Background: an optimization exercise with open tools, aiming at small area. Do not read the settings as production practice. Function was checked by simulation only, so behaviour that the tests miss may differ from the original. Power figures rest on the tool's default switching activity, not on a simulated workload.

## PongGame
module PongGame
(
	input CLOCK_50,
	input [3:0] KEY,
	input [9:0] SW,
	output logic VGA_BLANK_N,
	output logic VGA_SYNC_N,
	output logic VGA_HS,
	output logic VGA_VS,
	output logic [7:0] VGA_R,
	output logic [7:0] VGA_G,
	output logic [7:0] VGA_B
);
	function automatic [16:0] add(input [16:0] a, input [16:0] b, input ci);
		logic c;
		c = ci;
		for (int i = 0; i < 17; i++) begin
			add[i] = a[i] ^ b[i] ^ c;
			c = (a[i] & b[i]) | (c & (a[i] ^ b[i]));
		end
	endfunction
	function automatic [16:0] dec(input [16:0] a, input bi);
		logic b;
		b = bi;
		for (int i = 0; i < 17; i++) begin
			dec[i] = a[i] ^ b;
			b = b & ~a[i];
		end
	endfunction
	function automatic lt(input [16:0] a, input [16:0] b);
		logic c;
		c = 1'b0;
		for (int i = 0; i < 17; i++)
			c = (~a[i] & b[i]) | (~(a[i] ^ b[i]) & c);
		lt = c;
	endfunction
	function automatic inr(input [16:0] a, input [16:0] lo, input [16:0] hi);
		inr = ~lt(a, lo) & ~lt(hi, a);
	endfunction
	wire rst = SW[9];
	function automatic [7:0] scoreToggles(input [3:0] t, input [3:0] o, input inc);
		logic nine, wrap;
		nine = o[3] & o[0];                           
		wrap = t[3] & t[2] & o[2] & o[1] & o[0];      
		scoreToggles[0] = inc;
		scoreToggles[1] = inc & o[0] & ~o[3];
		scoreToggles[2] = inc & o[0] & o[1];
		scoreToggles[3] = inc & o[0] & (o[3] | (o[1] & o[2] & ~(t[3] & t[2])));
		scoreToggles[4] = inc & nine;
		scoreToggles[5] = inc & nine & t[0];
		scoreToggles[6] = inc & ((nine & t[0] & t[1]) | wrap);
		scoreToggles[7] = inc & ((nine & t[0] & t[1] & t[2]) | wrap);
	endfunction
	logic [10:0] hn;
	logic [9:0]  vn;
	wire [10:0] h = ~hn;
	wire [9:0]  v = ~vn;
	wire hEnd = h[10] & h[4];                        
	wire vEnd = v[9] & v[7] & v[4] & v[3] & v[1];    
	always_ff @(posedge CLOCK_50) begin
		hn <= (rst | hEnd) ? 11'h7FF : 11'(dec(17'(hn), 1'b1));
		vn <= (rst | vEnd) ? 10'h3FF : 10'(dec(17'(vn), hEnd));
	end
	wire visible = lt(17'(h), 17'd800) & lt(17'(v), 17'd600);
	assign VGA_BLANK_N = visible;
	assign VGA_HS = ~inr(17'(h), 17'd856, 17'd975);
	assign VGA_VS = ~inr(17'(v), 17'd637, 17'd642);
	assign VGA_SYNC_N = VGA_HS | VGA_VS;
	logic [5:0] cnt;
	always_ff @(posedge CLOCK_50)
		cnt <= rst ? 6'd0 : 6'(add(17'(cnt), 17'd0, 1'b1));
	wire tick = (cnt == 6'd1);
	logic [9:0] ly, ry;
	wire lUp = ~KEY[2] &  KEY[3];
  ...
For scale: ~850 cells after synthesis, about 43 I/O pins.
Settings: LEC_CHECK=0, CAP_MARGIN=0, CORE_MARGIN=2, CORE_UTILIZATION=60, CTS_BUF_LIST=sky130_fd_sc_hd__clkbuf_8, SLEW_MARGIN=0; clock period 20.0 ns.
standard.sh (not shown) runs the stock make flow with config.mk's settings and CLKGATE_MAP_FILE= SYNTH_SCRIPT=/design/flow/synth_recipe.tcl, a recipe that flattens the netlist after the stock synthesis.
==> flow/flow/run.sh <==
#!/bin/bash
# The standard layout (standard.sh) with these area changes:
#  * after the standard synthesis, its combinational logic is mapped again
#    with an area-oriented ABC script (flip-flops and full adders kept as
#    they are, with their names); the result is checked for equivalence
#    with the standard netlist, and the standard netlist is used if that
#    check fails,
#  * port buffers made from the smallest buffer cell,
#  * after the floorplan, every logic cell left upsized is put back to its
#    smallest drive strength (repair_design fixes any slew or capacitance
#    violation this causes later on),
#  * no dummy loads in the clock tree, built from clkbuf_8.
set -e
FLOWDIR=$(cd "$(dirname "$0")" && pwd)
YOSYS=yosys
[ -x "$FLOW_HOME/../tools/install/yosys/bin/yosys" ] && YOSYS="$FLOW_HOME/../tools/install/yosys/bin/yosys"
LIB="$FLOW_HOME/platforms/sky130hd/lib/sky130_fd_sc_hd__tt_025C_1v80.lib"
export BUFFER_PORTS_ARGS="-buffer_cell sky130_fd_sc_hd__buf_1"
export POST_FLOORPLAN_TCL="$FLOWDIR/downsize.tcl"
export CTS_ARGS="-sink_clustering_enable -repair_clock_nets -buf_list sky130_fd_sc_hd__clkbuf_8 -dont_use_dummy_load"

bash standard.sh synth > synth.log 2>&1

R=orfs/results/sky130hd/PongGame/base
cp $R/1_2_yosys.v $R/1_2_yosys_standard.v
sed "s#LIBFILE#$LIB#g; s#NETIN#$R/1_2_yosys_standard.v#; s#NETOUT#$R/1_2_yosys_remap.v#" "$FLOWDIR/remap.ys" > remap_run.ys
sed "s#LIBFILE#$LIB#g; s#NETSTD#$R/1_2_yosys_standard.v#; s#NETNEW#$R/1_2_yosys_remap.v#" "$FLOWDIR/equiv.ys" > equiv_run.ys
if "$YOSYS" -s remap_run.ys > remap.log 2>&1 && "$YOSYS" -s equiv_run.ys > equiv.log 2>&1; then
  echo "remapped netlist used" > remap_status.txt
  cp $R/1_2_yosys_remap.v $R/1_2_yosys.v
  rm -f $R/1_synth.odb $R/1_synth.sdc
else
  echo "remap failed; standard netlist used" > remap_status.txt
fi

bash standard.sh > standard.log 2>&1
Other scripts of this flow, unchanged in this note and not shown: flow/flow/downsize.tcl, flow/flow/equiv.ys, flow/flow/remap.ys
The baseline passed the timing, DRC and antenna checks.
Then changed:
--- a/flow/flow/run.sh
+++ b/flow/flow/run.sh
@@ -20 +20 @@
-export CTS_ARGS="-sink_clustering_enable -repair_clock_nets -buf_list sky130_fd_sc_hd__clkbuf_8 -dont_use_dummy_load"
+export CTS_ARGS="-sink_clustering_enable -repair_clock_nets -buf_list {sky130_fd_sc_hd__clkbuf_4 sky130_fd_sc_hd__clkbuf_8} -dont_use_dummy_load -sink_clustering_size 12 -sink_clustering_max_diameter 60"
- CAP_MARGIN: 0 -> 20
- SLEW_MARGIN: 0 -> 20
The changed run finished clean.
Flip-flop and latch count stays the same.
Final area is unchanged.
Power is unchanged.
Setup slack is unchanged.
Critical path depth is unchanged.
Clock power hardly moves.
Utilization stays the same.
Synthesized area is unchanged.

-- separate check: timing with driven ports --
The results above use ideal ports. As a check the final layouts listed here were re-extracted and re-timed, cells and wires unchanged.
Step 1, drivers: a clkbuf_16 drives CLOCK_50 and a buf_2 each remaining input, both assumed.
Step 2 adds t to the input delays and takes it off the output delays; t is the mean of the earliest and latest rising clock arrival at the registers after step 1. Input paths then give back, and output paths get back, about the clock's delay inside the block.
Three values: no drivers, after step 1, after step 2; two values: the first two.
run	t (ns)	slack for setup (ns)	hold slack, ns	slew at the worst register clock pin (ns)
the first run	0.420	8.550 / 8.550 / 8.550	0.494 / 0.494 / 0.494	0.11 / 0.11
the second run	0.420	8.550 / 8.550 / 8.550	0.494 / 0.494 / 0.494	0.11 / 0.11
After both steps setup and hold are still met in every run listed.
